Source: an optimization exercise on an open RTL-to-GDS flow (aim: small area, a short achievable clock period and few clock cycles per item). Production flows keep margins and buffers that such runs may drop.
RTL that was checked went through simulation tests only; none was proved equivalent to the original.
For run 1, only the layout was checked, not whether the RTL still works.

## flow/design.v (module list and top-level ports; edited modules follow where they fit)
// module fpm: 1056 lines
// module fpm_fa: 4 lines
module fpm(
  input clk,
  input rst,
  input [31:0] number_in,
  input number_a_valid,
  output number_a_ready,
  input number_b_valid,
  output number_b_ready,
  output [31:0] number_out,
  output result_valid
);
  // ...
==> flow/flow/run.sh <==
#!/bin/bash
set -euo pipefail
bash standard.sh SETUP_SLACK_MARGIN=5.5 BUFFER_PORTS_ARGS=-buffer_cell\ sky130_fd_sc_hd__buf_2 CTS_ARGS=-sink_clustering_enable\ -repair_clock_nets\ -dont_use_dummy_load\ -buf_list\ sky130_fd_sc_hd__clkbuf_8\ -sink_clustering_size\ 25 finish > standard.log 2>&1
==> flow/standard.sh <==
#!/bin/bash
# synth_recipe.tcl (not shown) runs the flow's synth.tcl, then flattens the netlist and writes it again
# the make line also repeats each setting of config.mk as NAME=value (left out here)
make -C /OpenROAD-flow-scripts/flow DESIGN_CONFIG=/design/flow/config.mk WORK_HOME=/design/flow/orfs CLKGATE_MAP_FILE= SYNTH_SCRIPT=/design/flow/synth_recipe.tcl "${@:-finish}"
==> flow/config.mk <==
export PLATFORM = sky130hd
export DESIGN_NAME = fpm
export DESIGN_NICKNAME = fpm
export VERILOG_FILES = /design/flow/design.v
export SDC_FILE = /design/flow/constraint.sdc
export NUM_CORES = 4
export LEC_CHECK = 0
export CAP_MARGIN = 20
export CORE_MARGIN = 2
export CORE_UTILIZATION = 40
export SETUP_SLACK_MARGIN = 5
export SLEW_MARGIN = 20
export SYNTH_HIERARCHICAL = 1
==> flow/constraint.sdc <==
create_clock -name core_clock -period 9.0 [get_ports {clk}]
set_input_delay 1.8000 -clock core_clock [delete_from_list [all_inputs] [get_ports {clk}]]
set_output_delay 1.8000 -clock core_clock [all_outputs]
set_load 0.01 [all_outputs]
==> impl_metrics.py, run 1 <==
metrics = {
    "cells_and_area": {
        "mostFrequentLayoutCell": "nand2_1",
        "post-route-util_pct": 45.9,
        "seq_area_sq_um": 5900,
        "final_cell_mix": "nand2_1 (454), fa_1 (282), dfxtp_1 (169)",
        "nClkBuffers": 46,
        "largestClassByArea": "multi-input combinational cells",
        "multi_input_gates": 1633,
    },
    "die": {
        "row_count": 82,
        "coreArea_sq_um": 50000,
    },
    "grt": {
        "use_met1_pct": 27.8,
        "grt_use_total_pct": 21.6,
        "grt_max_degree": 44,
        "grt_pass1_wl_mm": 89.7,
    },
    "route": {
        "dr.max_layer_used": "met4",
        "drc": 0,
        "finalWirelength_mm": 56.4,
        "viasPerCell": 5.44,
    },
    "worst_setup_path": {
        "cp.depth": 9,
        "path_buf_inv": 3,
        "ff2ff_setup_slack_ns": 5.54,
        "critical-path-top-delay-family": "simple AND/OR/NAND/NOR gates",
        "r2r-end": "tcn[23]",
        "crit_arrival_ns": 3.77,
    },
    "synth": {
        "syn_avg_cell_area_sq_um": 9.70,
        "yosys.cell_count.top_type": "nand2_1",
        "synth.distinct_cells": 69,
    },
    "min_path": {
        "whs_path_depth": 0,
        "worstHoldEndpoint": "out[31]",
        "min_from": "s2_s",
    },
    "sta": {
        "postLayoutSetupSlackWorst_ns": 5.54,
        "finalHoldViolCount": 0,
    },
    "status": {
        "status": "no timing/DRC/antenna violations",
    },
    "clocking": {
        "clock-sinks": 254,
        "max-clock-path-buffers": 3,
    },
    "placement": {
        "gp_congestion": 0.882,
        "dp_cells": 2736,
    },
    "run": {
        "cap_viol_max_count": 0,
    },
}
==> run 2, diff against run 1 <==
--- a/flow/design.v
+++ b/flow/design.v
@@ -6,17 +6,17 @@
   input number_a_valid,
   output number_a_ready,
   input number_b_valid,
   output number_b_ready,
   output [31:0] number_out,
   output result_valid
 );
   reg phase;             
-  reg nrm_a;             
+  reg nrm_a, nrm_b;      
   reg vx, vy, vz, vw;    
   reg slow;              
   reg rv;
   reg ar_q, br_q;        
   reg [31:0] ra, rb;
   reg        hb;         
   reg [4:0]  k;          
   reg [12:0] mm;         
@@ -48,26 +48,25 @@
   wire [7:0] ein = number_in[30:23];
   wire in_f0 = ~|number_in[22:0];
   wire in_sub = ~|ein & ~in_f0;
   wire in_spec = (~|ein & in_f0) | &ein;
   wire a_sub = ~ha & ~fa0;
   wire a_spec = a_zero | a_max;
   wire go_a = a_sub & ~in_sub & ~in_spec;
   wire go_b = in_sub & ~a_sub & ~a_spec;
-  wire normalising = nrm_a;
+  wire normalising = nrm_a | nrm_b;
   wire vx_next;
   wire a_fire = number_a_valid & ar_q;
   wire b_fire = number_b_valid & br_q;
-  wire swap = b_fire & go_b;
   assign number_a_ready = ar_q;
   assign number_b_ready = br_q;
   assign result_valid = rv;
   assign number_out = out;
-  assign vx_next = rst & ((b_fire & ~go_a & ~go_b) | (nrm_a & ra[22]));
+  assign vx_next = rst & ((b_fire & ~go_a & ~go_b) | (nrm_a & ra[22]) | (nrm_b & rb[22]));
   wire [23:0] acc_s = ~tsn[36:13] & {24{~vx}};
   wire [23:0] acc_c = ~tcn[36:13] & {24{~vx}};
   wire [36:0] tree_sn, tree_cn;
   wire t1 = ~(mb[0] & mm[0]);
   wire t2 = ~(acc_s[0]);
   wire t3 = ~(acc_c[0]);
   wire t4 = ~(mb[1] & mm[0]);
   wire t5 = ~(mb[0] & mm[1]);
@@ -971,35 +970,38 @@
   wire [9:0]  fe   = e & {10{sig[25]}};
   wire [32:0] rnd  = {fe, mant} + {32'd0, inc};
   wire        ovf  = rnd[32:23] >= 10'd255;
   wire [31:0] res_w = s2_nan  ? {s2_s, 31'h7fc00000} :
                       s2_zero ? {s2_s, 31'd0} :
                       (s2_inf | ovf) ? {s2_s, 8'hff, 23'd0} :
                       {s2_s, rnd[30:0]};
   wire phase_n = a_fire | (phase & ~b_fire);
-  wire nrm_a_n = b_fire ? (go_a | go_b) : (nrm_a & ~ra[22]);
+  wire nrm_a_n = b_fire ? go_a : (nrm_a & ~ra[22]);
+  wire nrm_b_n = b_fire ? go_b : (nrm_b & ~rb[22]);
   wire [8:0] esum = {1'b0, ea | {7'd0, ~ha}} + {1'b0, eb | {7'd0, ~hb_e}};
   wire slow_set = vx & ((k != 5'd0) | (esum <= 9'd127));
   wire slow_n = slow_set | (slow & ~(vw & ~busy & ~vx & ~vy & ~vz & ~normalising));
   always @(posedge clk) begin
-    if (ar_q | swap)
+    if (ar_q)
       ra <= number_in;
     else if (nrm_a) begin
       ra[22:0] <= {ra[21:0], 1'b0};
       if (ra[22]) ra[30:23] <= 8'd1;
     end
-    if (swap)
-      rb <= ra;
-    else if (phase)
+    if (phase)
       rb <= number_in;
-    if (swap)
-      hb <= 1'b1;
-    else if (phase)
+    else if (nrm_b) begin
+      rb[22:0] <= {rb[21:0], 1'b0};
+      if (rb[22]) rb[30:23] <= 8'd1;
+    end
+    if (phase)
       hb <= |ein;
+    else if (nrm_b & rb[22])
+      hb <= 1'b1;
     if (phase)
       k <= 5'd0;
     else if (normalising)
       k <= k + 5'd1;
     if (vx) begin
       s1_e <= ex;
       s1_s <= (ra[31] ^ rb[31]) & ~(a_nan | b_nan);
       s1_nan <= x_nan;
@@ -1028,34 +1030,36 @@
     end
     s2_nan <= s1_nan & ~busy;
     s2_inf <= s1_inf & ~busy;
     s2_zero <= s1_zero & ~busy;
     out <= res_w;
     if (rst == 0) begin
       phase <= 1'b0;
       nrm_a <= 1'b0;
+      nrm_b <= 1'b0;
       vx <= 1'b0;
       vy <= 1'b0;
       vz <= 1'b0;
       vw <= 1'b0;
       slow <= 1'b0;
       rv <= 1'b0;
       ar_q <= 1'b1;      
       br_q <= 1'b0;
     end else begin
       phase <= phase_n;
       nrm_a <= nrm_a_n;
+      nrm_b <= nrm_b_n;
       vx <= vx_next;
       vy <= vx;
       vz <= vy;
       vw <= vz | busy;
       rv <= vw & ~busy;
       slow <= slow_n;
-      ar_q <= ~phase_n & ~nrm_a_n;
+      ar_q <= ~phase_n & ~nrm_a_n & ~nrm_b_n;
       br_q <= phase_n & ~slow_n;
     end
   end
 endmodule
 module fpm_fa(input a, input b, input c, output s, output co);
   assign s = a ^ b ^ c;
   assign co = (a & b) | (a & c) | (b & c);
 endmodule
--- a/flow/config.mk
+++ b/flow/config.mk
@@ -6,8 +6,9 @@
 export NUM_CORES = 4
 export LEC_CHECK = 0
 export CAP_MARGIN = 20
 export CORE_MARGIN = 2
 export CORE_UTILIZATION = 40
 export SETUP_SLACK_MARGIN = 5
 export SLEW_MARGIN = 20
 export SYNTH_HIERARCHICAL = 1
+export TNS_END_PERCENT = 5
==> impl_metrics.py, run 2 <==
metrics = {
    "synth": {
        "yosysWarnings": 7,
        "synth_common_cells": "nand2_1 (370), fa_1 (285), dfxtp_1 (175)",
        "ys.flop_type": "dfxtp_1",
        "post-synth-top-area-cell": "fa_1",
        "synth-seq-cells": 255,
        "yosysTopAreaCellShare_pct": 28.6,
        "synth_area_leaders": "fa_1 (29%), dfxtp_1 (18%), edfxtp_1 (12%)",
        "synth_edf_count": 80,
        "yosys.cell_count.top_type": "nand2_1",
        "async_flop_share_pct": 0,
        "ys_seq_area_share_pct": 29.6,
        "syn_avg_cell_area_sq_um": 10.2,
        "syn_inst": 1962,
        "synth.distinct_cells": 66,
        "synthesis.area_sq_um": 19900,
    },
    "cells_and_area": {
        "fin_nets": 2469,
        "final_cell_mix": "nand2_1 (370), fa_1 (285), dfxtp_1 (174)",
        "final_cell_area_sq_um": 22300,
        "drive_gt1_share_pct": 14.9,
        "antenna_cells": 0,
        "area_growth_pct": 11.6,
        "largestRegisters": "tcn (36), tsn (36)",
        "mostFrequentLayoutCell": "nand2_1",
    },
    "clocking": {
        "clk_pin_slew_ns": 0.07,
        "ctsHtreeMaxLevel": 2,
        "insertion_delay_ns": 0.62,
        "cts_tree": "yes",
        "root_buffer": "clkbuf_8",
        "max-clock-path-buffers": 3,
        "numCtsBuffers": 46,
        "clock-sinks": 255,
    },
    "placement": {
        "dpl_worst_slack_ns": 5.10,
        "io_buffers": 70,
        "dp_hpwl_mm": 38.6,
        "dpl_cell_area_sq_um": 20900,
        "gp_congestion": 0.851,
    },
    "sta": {
        "finalHoldViolCount": 0,
        "rsz0062_at_grt": "yes",
        "max_freq_mhz": 282,
        "finalCritPeriodShare_pct": 39.4,
        "tightest_slew_ns": 0.856,
        "finalClockSkew_ns": 0.0511,
        "setup_viol": 0,
        "postLayoutSetupSlackWorst_ns": 5.46,
        "slew_headroom_pct": 42.8,
        "tns_ns": 0,
        "drv_slew": 0,
        "layout_min_cycle_time_ns": 3.54,
    },
    "route": {
        "vias": 14800,
        "viasPerCell": 5.43,
        "detail-route-antenna-nets": 0,
        "drc": 0,
        "finalWirelength_mm": 54.8,
        "routedWlPerCell_um": 20.1,
        "dr.pass1.iters": 5,
        "drt-initial-drc-count": 910,
    },
    "worst_setup_path": {
        "critical_path_class": "flip-flop to flip-flop",
        "crit_path_max_incr_delay_ns": 0.77,
        "required_ns": 9.47,
        "crit_top_cell": "fa_1",
        "crit_path_end_kind": "flip-flop",
        "critical-path-top-delay-family": "adder cells",
        "path_buf_inv": 0,
        "crit_slowest_cell": "edfxtp_1",
        "path_cells": "nand2_1, fa_1, fa_1, fa_1, fa_1, fa_1",
        "crit_fanout": 15,
        "crit_arrival_ns": 4.01,
        "start_kind": "flip-flop",
    },
    "grt": {
        "grt_max_degree": 54,
        "grt_pass1_wl_mm": 87.0,
        "grt_use_total_pct": 21.9,
        "antenna_found_initial": 0,
        "grt_pass1_vias": 16000,
        "gr-total-overflow": 0,
    },
    "die": {
        "ios": 71,
        "die-area_sq_um": 51600,
        "coreArea_sq_um": 49100,
        "initial_core_util_pct": 40.6,
        "die_h_um": 227,
        "die_width_um": 227,
        "row_count": 81,
    },
    "min_path": {
        "hp-class": "flip-flop to flip-flop",
    },
    "run": {
        "cap_viol_max_count": 0,
    },
    "status": {
        "status": "no timing/DRC/antenna violations",
    },
}
-- run 2: changes by cell type in the layout (fill, tap and decap cells not counted), sizes merged, moves of 10 or more --
cell | before | now
a211oi | 16 | 1
and2 | 9 | 28
mux2 | 24 | 66
nand2 | 456 | 370
nor2 | 142 | 117
o22ai | 11 | 1
xnor2 | 42 | 56
-- run 2: worst register-to-register path: cells and delay by family (launching register included) --
kind | cells | cell delay (ns)
adder cells (fa/ha/maj) | 5 | 2.45
flip-flops | 1 | 0.77
AND/OR/NAND/NOR | 1 | 0.17
-- run 2: routing by layer --
metal,share of wire [%],track usage [%]
met1,42,28.4
met2,47,36.5
met3,7.8,4.28
met4,2.9,7.95
met5,0,0
-- run 2: through the flow --
step | std cells | hold slack, ns | util [%]
after global routing | 2733 | 0.439 | 45.4
final | 2733 | 0.420 | 45.4
after CTS | 2730 | 0.420 | 45.3
after global placement | 2624 | 0.409 | 42.5
after detailed placement | 2624 | 0.407 | 42.5
after floorplan | 1973 | 0.323 | -
-- run 2: worst paths after layout --
| kind | start | end | slack (ns) | cells after the start |
|---|---|---|---|---|
| worst max-delay path | rb[21] | tcn[24] | 5.46 | 6 |
| worst min-delay path | s1_s | s2_s | 0.42 | 0 |
| worst max register to register | rb[21] | tcn[24] | 5.46 | 6 |
| worst min register to register | s1_s | s2_s | 0.42 | 0 |
-- run 2: area by class of cell --
| class | instances | area (sq um) |
|---|---|---|
| flip-flops and latches | 255 | 5910 |
| repair buffers | 149 | 1200 |
| clock buffers | 46 | 633 |
| multi-input cells | 1528 | 13300 |
| inverters | 91 | 342 |
| fillers | 4657 | 26800 |
| well taps | 664 | 831 |
-- run 2: per-module statistics from Yosys (local to each module, per instance) --
module  flops+latches  copies in the design  area (sq um)  cells inside
fpm               255                     1         14400          1687
fpm_fa              0                   275          20.0             1
-- run 2: what timing repair did --
item | CTS | global route
gates resized for setup | 1 | 3
pin swaps | 1 | 1
buffers inserted | 59 | 3
gates cloned | 1 | 0
setup endpoints to repair | 75 | 66
hold buffers | 0 | 0
-- run 2: cells by family (layout without fill, tap and decap cells) --
family / Yosys count / in the layout / synth area share [%]
and+or+nand+nor: 720 / 721 / 16.5
adders and majority gates: 362 / 362 / 33.5
AOI/OAI and AO/OA: 255 / 255 / 7.80
DFF: 255 / 255 / 29.6
buffers and inverters: 191 / 286 / 3.84
xor gates and xnor gates: 91 / 91 / 4.00
muxes: 87 / 87 / 4.78
other: 1 / 12 / 0.0188
Testbench counts of run 2, summed over its fixed seeds: cycles 6,440, items 3,200.
==> run 3, diff against run 2 <==
--- a/flow/config.mk
+++ b/flow/config.mk
@@ -11,4 +11,3 @@
 export SETUP_SLACK_MARGIN = 5
 export SLEW_MARGIN = 20
 export SYNTH_HIERARCHICAL = 1
-export TNS_END_PERCENT = 5
==> impl_metrics.py, run 3 <==
metrics = {
    "route": {
        "dr.pass1.iters": 5,
        "viasPerCell": 5.43,
        "routedWlPerCell_um": 20.1,
        "detail-route-antenna-nets": 0,
        "drt-initial-drc-count": 925,
        "drc": 0,
        "finalWirelength_mm": 55.1,
        "vias": 14900,
    },
    "clocking": {
        "root_buffer": "clkbuf_8",
        "max-clock-path-buffers": 3,
        "clock-sinks": 255,
        "insertion_delay_ns": 0.62,
        "ctsHtreeMaxLevel": 2,
        "holdBufCountCts": 0,
        "cts_tree": "yes",
        "clk_pin_slew_ns": 0.06,
        "numCtsBuffers": 46,
    },
    "sta": {
        "setup_viol": 0,
        "finalCritPeriodShare_pct": 38.0,
        "finalHoldViolCount": 0,
        "hold_ws_ns": 0.420,
        "tns_ns": 0,
        "finalClockSkew_ns": 0.0446,
        "rsz0062_at_grt": "no",
        "layout_min_cycle_time_ns": 3.42,
        "max_freq_mhz": 293,
        "drv_slew": 0,
        "slew_headroom_pct": 42.7,
        "tightest_slew_ns": 0.858,
    },
    "worst_setup_path": {
        "path_cells": "buf_6, nand2_1, fa_1, fa_1, fa_1, fa_1, fa_1",
        "crit_fanout": 24,
        "required_ns": 9.45,
        "r2r_start": "mm[9]",
        "r2r-end": "tcn[11]",
        "crit_arrival_ns": 3.87,
        "crit_path_end_kind": "flip-flop",
        "critical_path_class": "flip-flop to flip-flop",
        "reg2reg_depth": 7,
        "crit_top_cell": "fa_1",
        "ff2ff_setup_slack_ns": 5.58,
        "crit_path_max_incr_delay_ns": 0.53,
        "start_kind": "flip-flop",
        "crit_slowest_cell": "fa_1",
    },
    "placement": {
        "io_buffers": 70,
        "dp_cells": 2624,
        "gp_congestion": 0.851,
        "dp_hpwl_mm": 38.6,
    },
    "grt": {
        "gr-total-overflow": 0,
        "grt_max_degree": 54,
        "antenna_found_initial": 0,
        "grt_use_total_pct": 21.9,
        "grtUsageMet3_pct": 4.35,
        "use_met1_pct": 28.3,
        "grt_pass1_wl_mm": 87.1,
        "grt.busiest_layer": "met2",
        "grt_use_met2_pct": 36.5,
        "grt_pass1_vias": 16000,
    },
    "synth": {
        "syn_avg_cell_area_sq_um": 10.2,
        "synth_area_leaders": "fa_1 (29%), dfxtp_1 (18%), edfxtp_1 (12%)",
        "synthesis.area_sq_um": 19900,
        "synth_common_cells": "nand2_1 (370), fa_1 (285), dfxtp_1 (175)",
        "yosysWarnings": 7,
        "synth_edf_count": 80,
        "yosysTopAreaCellShare_pct": 28.6,
        "yosys.cell_count.top_type": "nand2_1",
        "syn_inst": 1962,
        "post-synth-top-area-cell": "fa_1",
        "synth-seq-cells": 255,
        "synth.distinct_cells": 66,
        "ys_seq_area_share_pct": 29.6,
        "ys.flop_type": "dfxtp_1",
        "async_flop_share_pct": 0,
    },
    "cells_and_area": {
        "finalNonFillerCells": 2746,
        "largestRegisters": "tcn (36), tsn (36)",
        "antenna_cells": 0,
        "drive_gt1_share_pct": 15.7,
        "seq_area_sq_um": 5910,
        "area_growth_pct": 12.7,
        "fin_nets": 2482,
        "multiInputGateArea_sq_um": 13400,
        "final_cell_mix": "nand2_1 (370), fa_1 (285), dfxtp_1 (174)",
        "fillCellCount": 4633,
        "mostFrequentLayoutCell": "nand2_1",
    },
    "status": {
        "status": "no timing/DRC/antenna violations",
    },
    "die": {
        "die-area_sq_um": 51600,
        "coreArea_sq_um": 49100,
        "die_h_um": 227,
        "die_width_um": 227,
        "ios": 71,
        "row_count": 81,
        "initial_core_util_pct": 40.6,
    },
    "min_path": {
        "hp-class": "flip-flop to flip-flop",
        "whs_path_depth": 0,
        "min_from": "s1_s",
        "worstHoldEndpoint": "s2_s",
    },
    "run": {
        "cap_viol_max_count": 0,
    },
}
[run 3: what timing repair did]
item | 4_1_cts | 5_1_grt
setup buffers | 65 | 10
gates resized for setup | 2 | 24
cloned | 1 | 0
pin swaps | 2 | 0
endpoints found under the setup margin | 75 | 53
[run 3: worst max-delay path by stage]
stage                start  endpoint  depth (start not counted)
floorplan               vx   tcn[15]                          9
global placement    tsn[0]    sig[1]                         12
detailed placement  tsn[0]    sig[7]                         12
CTS                  mm[3]   tcn[27]                          7
global route        rb[25]   s1_e[9]                         16
finish               mm[9]   tcn[11]                          7
[run 3: area by class of cell]
| type | count | area share, % |
|---|---|---|
| repair buffers | 162 | 6.20 |
| inverters | 91 | 1.52 |
| well taps | 664 | 3.70 |
| flip-flops and latches | 255 | 26.3 |
| clock buffers | 46 | 2.82 |
| multi-input cells | 1528 | 59.5 |
[run 3: layer usage]
layer | up-vias | routed length, um
li1 | 6750 | -
met1 | 7446 | 23400
met2 | 558 | 26100
met3 | 148 | 3980
met4 | 0 | 1660
met5 | - | 0
[run 3: per-stage QoR]
stage                     setup slack [ns]  utilization [%]  area, sq um
after floorplan                       5.53                -        20000
after global placement                5.17             42.5        20900
after detailed placement              5.10             42.5        20900
after CTS                             5.50             45.4        22300
after global routing                  5.50             45.8        22500
final                                 5.58             45.8        22500
[run 3: cell families (layout without fill, tap and decap cells)]
family                     Yosys count  after routing  share of synthesized area, %
xor gates and xnor gates            91             91                          4.00
adders and majority gates          362            362                          33.5
buffers and inverters              191            299                          3.84
DFF                                255            255                          29.6
muxes                               87             87                          4.78
and+or+nand+nor                    720            721                          16.5
other                                1             12                        0.0188
AOI/OAI and AO/OA                  255            255                          7.80
[run 3: Yosys stat by module (local to each module, per instance)]
module  cells  copies in the design  cell area (sq um)  flops+latches
fpm      1687                     1              14400            255
fpm_fa      1                   275               20.0              0
[run 3: critical path, delay by kind of cell (launching register included)]
kind / cells / cell delay [ns]
fa+ha+maj: 5 / 2.47
flops: 1 / 0.34
buf+inv: 1 / 0.29
simple gates: 1 / 0.15
==> run 4, diff against run 3 <==
==> flow/flow/run.sh (replaced) <==
#!/bin/bash
set -euo pipefail
bash standard.sh SETUP_SLACK_MARGIN=5.5 BUFFER_PORTS_ARGS=-buffer_cell\ sky130_fd_sc_hd__buf_1 CTS_ARGS=-sink_clustering_enable\ -repair_clock_nets\ -dont_use_dummy_load\ -buf_list\ \{sky130_fd_sc_hd__clkbuf_16\ sky130_fd_sc_hd__clkbuf_8\}\ -sink_clustering_size\ 30 finish > standard.log 2>&1
==> impl_metrics.py, run 4 <==
metrics = {
    "die": {
        "die_width_um": 227,
        "initial_core_util_pct": 40.6,
        "die-area_sq_um": 51600,
        "coreArea_sq_um": 49100,
        "die_h_um": 227,
        "ios": 71,
        "row_count": 81,
    },
    "worst_setup_path": {
        "path_cells": "buf_4, a21oi_1, fa_1, fa_1, fa_1, fa_1, fa_1",
        "start_kind": "flip-flop",
        "crit_path_max_incr_delay_ns": 0.59,
        "reg2reg_depth": 7,
        "path_buf_inv": 1,
        "cp.depth": 7,
        "crit_path_end_kind": "flip-flop",
        "crit_top_cell": "fa_1",
        "required_ns": 9.44,
        "crit_fanout": 24,
        "critical_path_class": "flip-flop to flip-flop",
        "critical-path-top-delay-family": "adder cells",
        "crit_arrival_ns": 3.85,
        "crit_slowest_cell": "fa_1",
    },
    "grt": {
        "grt_use_total_pct": 21.4,
        "grt_pass1_vias": 15700,
        "grt_pass1_wl_mm": 85.2,
        "gr-total-overflow": 0,
        "grt_max_degree": 52,
        "antenna_found_initial": 2,
    },
    "placement": {
        "dpl_worst_slack_ns": 5.13,
        "dp_cells": 2626,
        "io_buffers": 70,
        "gp_congestion": 0.864,
        "dp_hpwl_mm": 38.5,
    },
    "sta": {
        "rsz0062_at_grt": "no",
        "drv_slew": 0,
        "finalCritPeriodShare_pct": 37.8,
        "slew_headroom_pct": 48.2,
        "setup_viol": 0,
        "layout_min_cycle_time_ns": 3.41,
        "max_freq_mhz": 294,
        "finalHoldViolCount": 0,
        "tightest_slew_ns": 0.775,
        "tns_ns": 0,
        "finalClockSkew_ns": 0.0355,
        "postLayoutSetupSlackWorst_ns": 5.59,
    },
    "clocking": {
        "numCtsBuffers": 30,
        "holdBufCountCts": 0,
        "max-clock-path-buffers": 3,
        "clk_pin_slew_ns": 0.06,
        "insertion_delay_ns": 0.58,
        "clock-sinks": 255,
        "cts_tree": "yes",
        "root_buffer": "clkbuf_16",
        "ctsHtreeMaxLevel": 1,
    },
    "min_path": {
        "hp-class": "flip-flop to flip-flop",
        "whs_path_depth": 0,
    },
    "synth": {
        "syn_avg_cell_area_sq_um": 10.2,
        "async_flop_share_pct": 0,
        "synth_top_family_by_area": "adder cells",
        "yosys.cell_count.top_type": "nand2_1",
        "synthesis.area_sq_um": 19900,
        "synth_edf_count": 80,
        "synth.distinct_cells": 66,
        "synth_common_cells": "nand2_1 (370), fa_1 (285), dfxtp_1 (175)",
        "syn_inst": 1962,
        "synth_xor_area_share_pct": 4.00,
        "yosysWarnings": 7,
        "synthSimpleGateAreaFrac_pct": 16.5,
        "synth_compound_area_share_pct": 7.80,
        "synth_fa_ha_area_share_pct": 33.5,
        "synth-seq-cells": 255,
        "synthMuxAreaShare_pct": 4.78,
        "ys.flop_type": "dfxtp_1",
        "synth_area_leaders": "fa_1 (29%), dfxtp_1 (18%), edfxtp_1 (12%)",
        "post-synth-top-area-cell": "fa_1",
        "ys_seq_area_share_pct": 29.6,
        "yosysTopAreaCellShare_pct": 28.6,
    },
    "route": {
        "drt-initial-drc-count": 942,
        "dr.pass1.iters": 5,
        "routedWlPerCell_um": 19.8,
        "vias": 14800,
        "detail-route-antenna-nets": 0,
        "finalWirelength_mm": 53.9,
        "viasPerCell": 5.42,
        "drc": 0,
    },
    "status": {
        "status": "no timing/DRC/antenna violations",
    },
    "cells_and_area": {
        "largestRegisters": "tcn (36), tsn (36)",
        "drive_gt1_share_pct": 11.0,
        "mostFrequentLayoutCell": "nand2_1",
        "finalNonFillerCells": 2723,
        "final_cell_mix": "nand2_1 (370), fa_1 (285), dfxtp_1 (174)",
        "area_growth_pct": 12.0,
        "fin_nets": 2457,
    },
    "run": {
        "cap_viol_max_count": 0,
    },
}
-- run 4: final cells by class --
| class | instances | area [sq um] |
|---|---|---|
| Tap cell | 664 | 831 |
| Sequential cell | 255 | 5910 |
| Antenna cell | 2 | 5.00 |
| Fill cell | 4626 | 26700 |
| Inverter | 91 | 342 |
| Multi-Input combinational cell | 1527 | 13300 |
| Timing Repair Buffer | 154 | 1160 |
| Clock buffer | 30 | 751 |
-- run 4: Yosys stat by module, one instance, submodules excluded --
module,cell area (sq um),flip-flops and latches
fpm,14400,255
fpm_fa,20.0,0
-- run 4: worst paths after layout --
path,from,endpoint,slack [ns]
setup / recovery,mm[11],tcn[18],5.59
hold / removal,s1_s,s2_s,0.41
setup reg to reg,mm[11],tcn[18],5.59
hold reg to reg,s1_s,s2_s,0.41
-- run 4: per-stage QoR --
step           hold WS [ns]  area [sq um]  utilization [%]
2_1_floorplan         0.323         20000                -
3_3_place_gp          0.416         20800             42.4
3_5_place_dp          0.405         20800             42.4
4_1_cts               0.416         22300             45.4
5_1_grt               0.435         22300             45.5
6_report              0.414         22300             45.5
-- run 4: logic make-up (layout without fill, tap and decap cells) --
logic type                 Yosys count  in the layout
AOI/OAI and AO/OA                  255            255
DFF                                255            255
buffers and inverters              191            275
other                                1             14
xor gates and xnor gates            91             91
muxes                               87             87
and+or+nand+nor                    720            720
adders and majority gates          362            362
-- run 4: repair_timing --
action                                  in CTS  in global routing
setup buffers                               62                  3
pin swaps                                    1                  0
endpoints found under the setup margin      65                 25
cloned                                       0                  0
gates resized for setup                      1                 11
-- run 4: per-layer routing --
layer | vias up | wire length, um | track usage [%]
li1 | 6698 | - | -
met3 | 130 | 4320 | 4.80
met4 | 0 | 1780 | 7.44
met5 | - | 0 | 0
met1 | 7361 | 22300 | 27.3
met2 | 566 | 25500 | 35.9
==> run 5, diff against run 4 <==
==> flow/flow/run.sh (replaced) <==
#!/bin/bash
set -euo pipefail
bash standard.sh SETUP_SLACK_MARGIN=5.5 BUFFER_PORTS_ARGS=-buffer_cell\ sky130_fd_sc_hd__buf_1 CTS_ARGS=-sink_clustering_enable\ -repair_clock_nets\ -dont_use_dummy_load\ -buf_list\ sky130_fd_sc_hd__clkbuf_16\ -sink_clustering_size\ 40\ -sink_clustering_max_diameter\ 80 finish > standard.log 2>&1
==> impl_metrics.py, run 5 <==
metrics = {
    "worst_setup_path": {
        "reg2reg_depth": 7,
        "cp-startpoint": "mm[7]",
        "r2r_start": "mm[7]",
        "crit_path_end_kind": "flip-flop",
        "critical_path_class": "flip-flop to flip-flop",
        "r2r-end": "tcn[21]",
        "crit_slowest_cell": "fa_1",
        "required_ns": 9.37,
        "path_buf_inv": 1,
        "crit_top_cell": "fa_1",
        "crit_arrival_ns": 3.78,
        "crit_fanout": 24,
        "critical-path-top-delay-family": "adder cells",
        "start_kind": "flip-flop",
        "path_cells": "buf_6, nand2_1, fa_1, fa_1, fa_1, fa_1, fa_1",
        "ff2ff_setup_slack_ns": 5.59,
        "crit_path_max_incr_delay_ns": 0.59,
    },
    "cells_and_area": {
        "largestRegisters": "tcn (36), tsn (36)",
        "area_growth_pct": 11.0,
        "fillCellCount": 4641,
        "mostFrequentLayoutCell": "nand2_1",
        "multiInputGateArea_sq_um": 13300,
        "drive_gt1_share_pct": 10.6,
        "finalNonFillerCells": 2713,
        "fin_nets": 2448,
        "seq_area_sq_um": 5910,
        "final_cell_mix": "nand2_1 (370), fa_1 (285), dfxtp_1 (174)",
    },
    "synth": {
        "synth_edf_count": 80,
        "synth-seq-cells": 255,
        "synth.distinct_cells": 66,
        "synth_area_leaders": "fa_1 (29%), dfxtp_1 (18%), edfxtp_1 (12%)",
        "yosysWarnings": 7,
        "ys_seq_area_share_pct": 29.6,
        "yosys.cell_count.top_type": "nand2_1",
        "syn_inst": 1962,
        "synth_common_cells": "nand2_1 (370), fa_1 (285), dfxtp_1 (175)",
        "ys.flop_type": "dfxtp_1",
        "syn_avg_cell_area_sq_um": 10.2,
        "synthesis.area_sq_um": 19900,
        "post-synth-top-area-cell": "fa_1",
        "yosysTopAreaCellShare_pct": 28.6,
        "async_flop_share_pct": 0,
    },
    "route": {
        "dr.pass1.iters": 6,
        "viasPerCell": 5.41,
        "routedWlPerCell_um": 19.9,
        "detail-route-antenna-nets": 0,
        "finalWirelength_mm": 53.9,
        "drt-initial-drc-count": 979,
        "vias": 14700,
        "drc": 0,
    },
    "die": {
        "initial_core_util_pct": 40.6,
        "die_h_um": 227,
        "coreArea_sq_um": 49100,
        "die-area_sq_um": 51600,
        "ios": 71,
        "die_width_um": 227,
        "row_count": 81,
    },
    "run": {
        "cap_viol_max_count": 0,
    },
    "sta": {
        "finalClockSkew_ns": 0.0655,
        "setup_viol": 0,
        "layout_min_cycle_time_ns": 3.41,
        "finalCritPeriodShare_pct": 37.9,
        "postLayoutSetupSlackWorst_ns": 5.59,
        "tns_ns": 0,
        "drv_slew": 0,
        "hold_ws_ns": 0.359,
        "max_freq_mhz": 293,
        "tightest_slew_ns": 0.891,
        "rsz0062_at_grt": "no",
        "slew_headroom_pct": 40.4,
        "finalHoldViolCount": 0,
    },
    "placement": {
        "dp_cells": 2626,
        "io_buffers": 70,
        "dpl_worst_slack_ns": 5.13,
        "dp_hpwl_mm": 38.5,
        "gp_congestion": 0.864,
    },
    "clocking": {
        "numCtsBuffers": 18,
        "clock-sinks": 255,
        "insertion_delay_ns": 0.55,
        "cts_tree": "yes",
        "ctsHtreeMaxLevel": 1,
        "clk_pin_slew_ns": 0.11,
        "holdBufCountCts": 0,
        "root_buffer": "clkbuf_16",
        "max-clock-path-buffers": 3,
    },
    "min_path": {
        "whs_path_depth": 0,
        "min_from": "s2_s",
        "worstHoldEndpoint": "out[31]",
        "hp-class": "flip-flop to flip-flop",
    },
    "grt": {
        "antenna_found_initial": 1,
        "grt_use_total_pct": 21.4,
        "grt_pass1_vias": 15500,
        "grt_max_degree": 52,
        "gr-total-overflow": 0,
        "grt_pass1_wl_mm": 84.9,
    },
    "status": {
        "status": "no timing/DRC/antenna violations",
    },
}
-- run 5: cell counts after synthesis --
Identical to the previous run, type by type.
-- run 5: worst max path at each step --
stage / to / slack [ns] / cells past startpoint
final: tcn[21] / 5.59 / 7
after global routing: tcn[27] / 5.48 / 7
after CTS: tcn[26] / 5.52 / 7
after detailed placement: tcn[18] / 5.13 / 7
after global placement: sig[1] / 5.16 / 12
after floorplan: tcn[15] / 5.53 / 9
-- run 5: layout make-up --
cell class | instances | area share (%)
clock buffer | 18 | 2.04
multi-input combinational | 1527 | 60.3
tap | 664 | 3.76
antenna | 1 | 0.0113
sequential | 255 | 26.7
inverter | 91 | 1.54
timing repair buffer | 157 | 5.65
-- run 5: what timing repair did --
item / 4_1_cts / 5_1_grt
resized for setup: 2 / 18
hold endpoints to repair: 0 / 0
cloned: 0 / 0
setup endpoints to repair: 69 / 35
pin swaps: 1 / 0
setup buffers: 64 / 4
-- run 5: cells by family (layout without fill, tap and decap cells) --
group                      after synthesis  after routing  synth area share, %
and+or+nand+nor                        720            720                 16.5
adders and majority gates              362            362                 33.5
AOI/OAI and AO/OA                      255            255                 7.80
DFF                                    255            255                 29.6
buffers and inverters                  191            266                 3.84
xor gates and xnor gates                91             91                 4.00
muxes                                   87             87                 4.78
other                                    1             13               0.0188
-- run 5: per-stage QoR --
stage,area (sq um),util (%)
floorplan,20000,-
global placement,20800,42.4
detailed placement,20800,42.4
CTS,22000,44.8
global route,22100,45.1
finish,22100,45.1
-- run 5: per-module statistics from Yosys, one instance, submodules excluded --
module,cells inside,flip-flops and latches,cell area (sq um)
fpm,1687,255,14400
fpm_fa,1,0,20.0
-- run 5: per-layer routing --
metal | GRT usage (%) | part of all wire (%)
met1 | 27.5 | 42
met2 | 35.7 | 47
met3 | 4.27 | 8.0
met4 | 7.53 | 3.3
met5 | 1.04 | 0.12
==> run 6, diff against run 5 <==
==> flow/flow/run.sh (replaced) <==
#!/bin/bash
set -euo pipefail
bash standard.sh SETUP_SLACK_MARGIN=5.5 BUFFER_PORTS_ARGS=-buffer_cell\ sky130_fd_sc_hd__buf_1 CTS_ARGS=-sink_clustering_enable\ -repair_clock_nets\ -dont_use_dummy_load\ -buf_list\ sky130_fd_sc_hd__clkbuf_16\ -sink_clustering_size\ 35\ -sink_clustering_max_diameter\ 80 finish > standard.log 2>&1
==> impl_metrics.py, run 6 <==
metrics = {
    "synth": {
        "async_flop_share_pct": 0,
        "ys_seq_area_share_pct": 29.6,
        "yosysTopAreaCellShare_pct": 28.6,
        "synth_area_leaders": "fa_1 (29%), dfxtp_1 (18%), edfxtp_1 (12%)",
        "synth_common_cells": "nand2_1 (370), fa_1 (285), dfxtp_1 (175)",
        "post-synth-top-area-cell": "fa_1",
        "synth.distinct_cells": 66,
        "synth-seq-cells": 255,
        "syn_avg_cell_area_sq_um": 10.2,
        "synthesis.area_sq_um": 19900,
        "yosys.cell_count.top_type": "nand2_1",
        "ys.flop_type": "dfxtp_1",
        "syn_inst": 1962,
        "yosysWarnings": 7,
        "synth_edf_count": 80,
    },
    "sta": {
        "drv_slew": 0,
        "finalHoldViolCount": 0,
        "tns_ns": 0,
        "setup_viol": 0,
        "layout_min_cycle_time_ns": 3.41,
        "max_freq_mhz": 293,
        "slew_headroom_pct": 40.4,
        "rsz0062_at_grt": "no",
        "finalClockSkew_ns": 0.0655,
        "tightest_slew_ns": 0.891,
        "finalCritPeriodShare_pct": 37.9,
        "postLayoutSetupSlackWorst_ns": 5.59,
    },
    "clocking": {
        "numCtsBuffers": 18,
        "max-clock-path-buffers": 3,
        "root_buffer": "clkbuf_16",
        "cts_tree": "yes",
        "insertion_delay_ns": 0.55,
        "ctsHtreeMaxLevel": 1,
        "holdBufCountCts": 0,
        "clk_pin_slew_ns": 0.11,
        "clock-sinks": 255,
    },
    "worst_setup_path": {
        "start_kind": "flip-flop",
        "r2r_start": "mm[7]",
        "cp-startpoint": "mm[7]",
        "crit_fanout": 24,
        "crit_arrival_ns": 3.78,
        "critical_path_class": "flip-flop to flip-flop",
        "required_ns": 9.37,
        "crit_path_end_kind": "flip-flop",
    },
    "grt": {
        "grt_use_total_pct": 21.4,
        "grt_max_degree": 52,
        "gr-total-overflow": 0,
        "grt_pass1_vias": 15500,
        "antenna_found_initial": 1,
        "grt_pass1_wl_mm": 84.9,
    },
    "cells_and_area": {
        "largestRegisters": "tcn (36), tsn (36)",
        "mostFrequentLayoutCell": "nand2_1",
        "fillCellCount": 4641,
        "area_growth_pct": 11.0,
        "fin_nets": 2448,
        "final_cell_mix": "nand2_1 (370), fa_1 (285), dfxtp_1 (174)",
        "drive_gt1_share_pct": 10.6,
    },
    "route": {
        "finalWirelength_mm": 53.9,
        "routedWlPerCell_um": 19.9,
        "viasPerCell": 5.41,
        "detail-route-antenna-nets": 0,
        "drt-initial-drc-count": 979,
        "drc": 0,
        "vias": 14700,
        "dr.pass1.iters": 6,
    },
    "placement": {
        "io_buffers": 70,
        "dpl_worst_slack_ns": 5.13,
        "gp_congestion": 0.864,
        "dp_hpwl_mm": 38.5,
    },
    "die": {
        "initial_core_util_pct": 40.6,
        "ios": 71,
        "coreArea_sq_um": 49100,
        "die-area_sq_um": 51600,
        "die_h_um": 227,
        "row_count": 81,
        "die_width_um": 227,
    },
    "run": {
        "cap_viol_max_count": 0,
    },
    "min_path": {
        "min_from": "s2_s",
        "hp-class": "flip-flop to flip-flop",
    },
    "status": {
        "status": "no timing/DRC/antenna violations",
    },
}
-- run 6: cell counts after synthesis --
Identical to the previous run, type by type.
-- run 6: metrics by stage --
stage	area, sq um	utilization [%]	hold WS [ns]	std cells
3_5_place_dp	20800	42.4	0.405	2626
4_1_cts	22000	44.8	0.373	2708
6_report	22100	45.1	0.359	2713
3_3_place_gp	20800	42.4	0.416	2625
2_1_floorplan	20000	-	0.323	1973
5_1_grt	22100	45.1	0.373	2712
-- run 6: timing repair --
| item | CTS | global route |
|---|---|---|
| pin swaps | 1 | 0 |
| setup endpoints to repair | 69 | 35 |
| setup buffers | 64 | 4 |
| gates resized for setup | 2 | 18 |
-- run 6: per-module statistics from Yosys, one instance, submodules excluded --
module	cell area [sq um]	cells inside
fpm	14400	1687
fpm_fa	20.0	1
-- run 6: cells by family after synthesis --
logic type      count (synthesis)  share of synthesized area (%)
compound gates                255                           7.80
xor+xnor                       91                           4.00
fa+ha+maj                     362                           33.5
buf+inv                       191                           3.84
flops                         255                           29.6
mux                            87                           4.78
other cells                     1                         0.0188
simple gates                  720                           16.5
-- run 6: worst paths after layout --
check                  to  slack [ns]  cells past startpoint
setup / recovery  tcn[21]        5.59                      7
hold / removal    out[31]        0.36                      0
setup reg to reg  tcn[21]        5.59                      7
hold reg to reg   out[31]        0.36                      0
-- run 6: worst max-delay path, stage by stage, from the launching register on --
cell and delay, ns:
dfxtp_1 0.35, buf_6 0.27, nand2_1 0.14, fa_1 0.59
fa_1 0.46, fa_1 0.43, fa_1 0.57, fa_1 0.43
-- run 6: per-layer routing --
metal / track usage, % / vias to the layer above / share of wire, %
met5: 1.04 / - / 0.12
met4: 7.53 / 2 / 3.3
met3: 4.27 / 135 / 8.0
met2: 35.7 / 574 / 47
met1: 27.5 / 7290 / 42
li1: - / 6684 / -
-- run 6: final cells by class --
cell class              count  area (sq um)  share of cell area (%)
well taps                 664           831                    3.76
inverters                  91           342                    1.54
diodes                      1          2.50                  0.0113
clock buffers              18           450                    2.04
multi-input cells        1527         13300                    60.3
repair buffers            157          1250                    5.65
flip-flops and latches    255          5910                    26.7

-- static timing again, ports no longer ideal --
The results above use ideal ports. As a check the final layouts listed here were re-extracted and re-timed, cells and wires unchanged.
Step 1: set_driving_cell puts a clkbuf_16 on clk and a buf_2 on each other input, an assumption about the parent block.
Step 2 also shifts input and output timing later by t, the mid clock arrival at the registers, as if the neighbouring blocks saw the same clock.
Slacks: ideal ports / drivers / drivers and shift; pairs: ideal ports / drivers.
run	shift t [ns]	setup WS [ns]	worst hold slack (ns)	worst setup path after step 2	worst register clock-pin slew, ns
run 1	0.611	5.543 / 5.543 / 4.964	0.347 / 0.347 / 0.347	input to register	0.07 / 0.07
run 2	0.643	5.458 / 5.458 / 5.458	0.420 / 0.420 / 0.420	register to register	0.07 / 0.07
run 3	0.641	5.581 / 5.581 / 5.496	0.420 / 0.420 / 0.420	input to register	0.07 / 0.07
run 4	0.619	5.594 / 5.594 / 5.504	0.414 / 0.414 / 0.414	input to register	0.06 / 0.06
run 5	0.571	5.590 / 5.590 / 5.463	0.359 / 0.359 / 0.359	input to register	0.11 / 0.11
run 6	0.571	5.590 / 5.590 / 5.463	0.359 / 0.359 / 0.359	input to register	0.11 / 0.11
After both steps setup and hold are still met in every run listed. For run 1, which loses most, drivers alone change the setup slack by 0.000 ns; drivers and shift together by -0.579 ns.
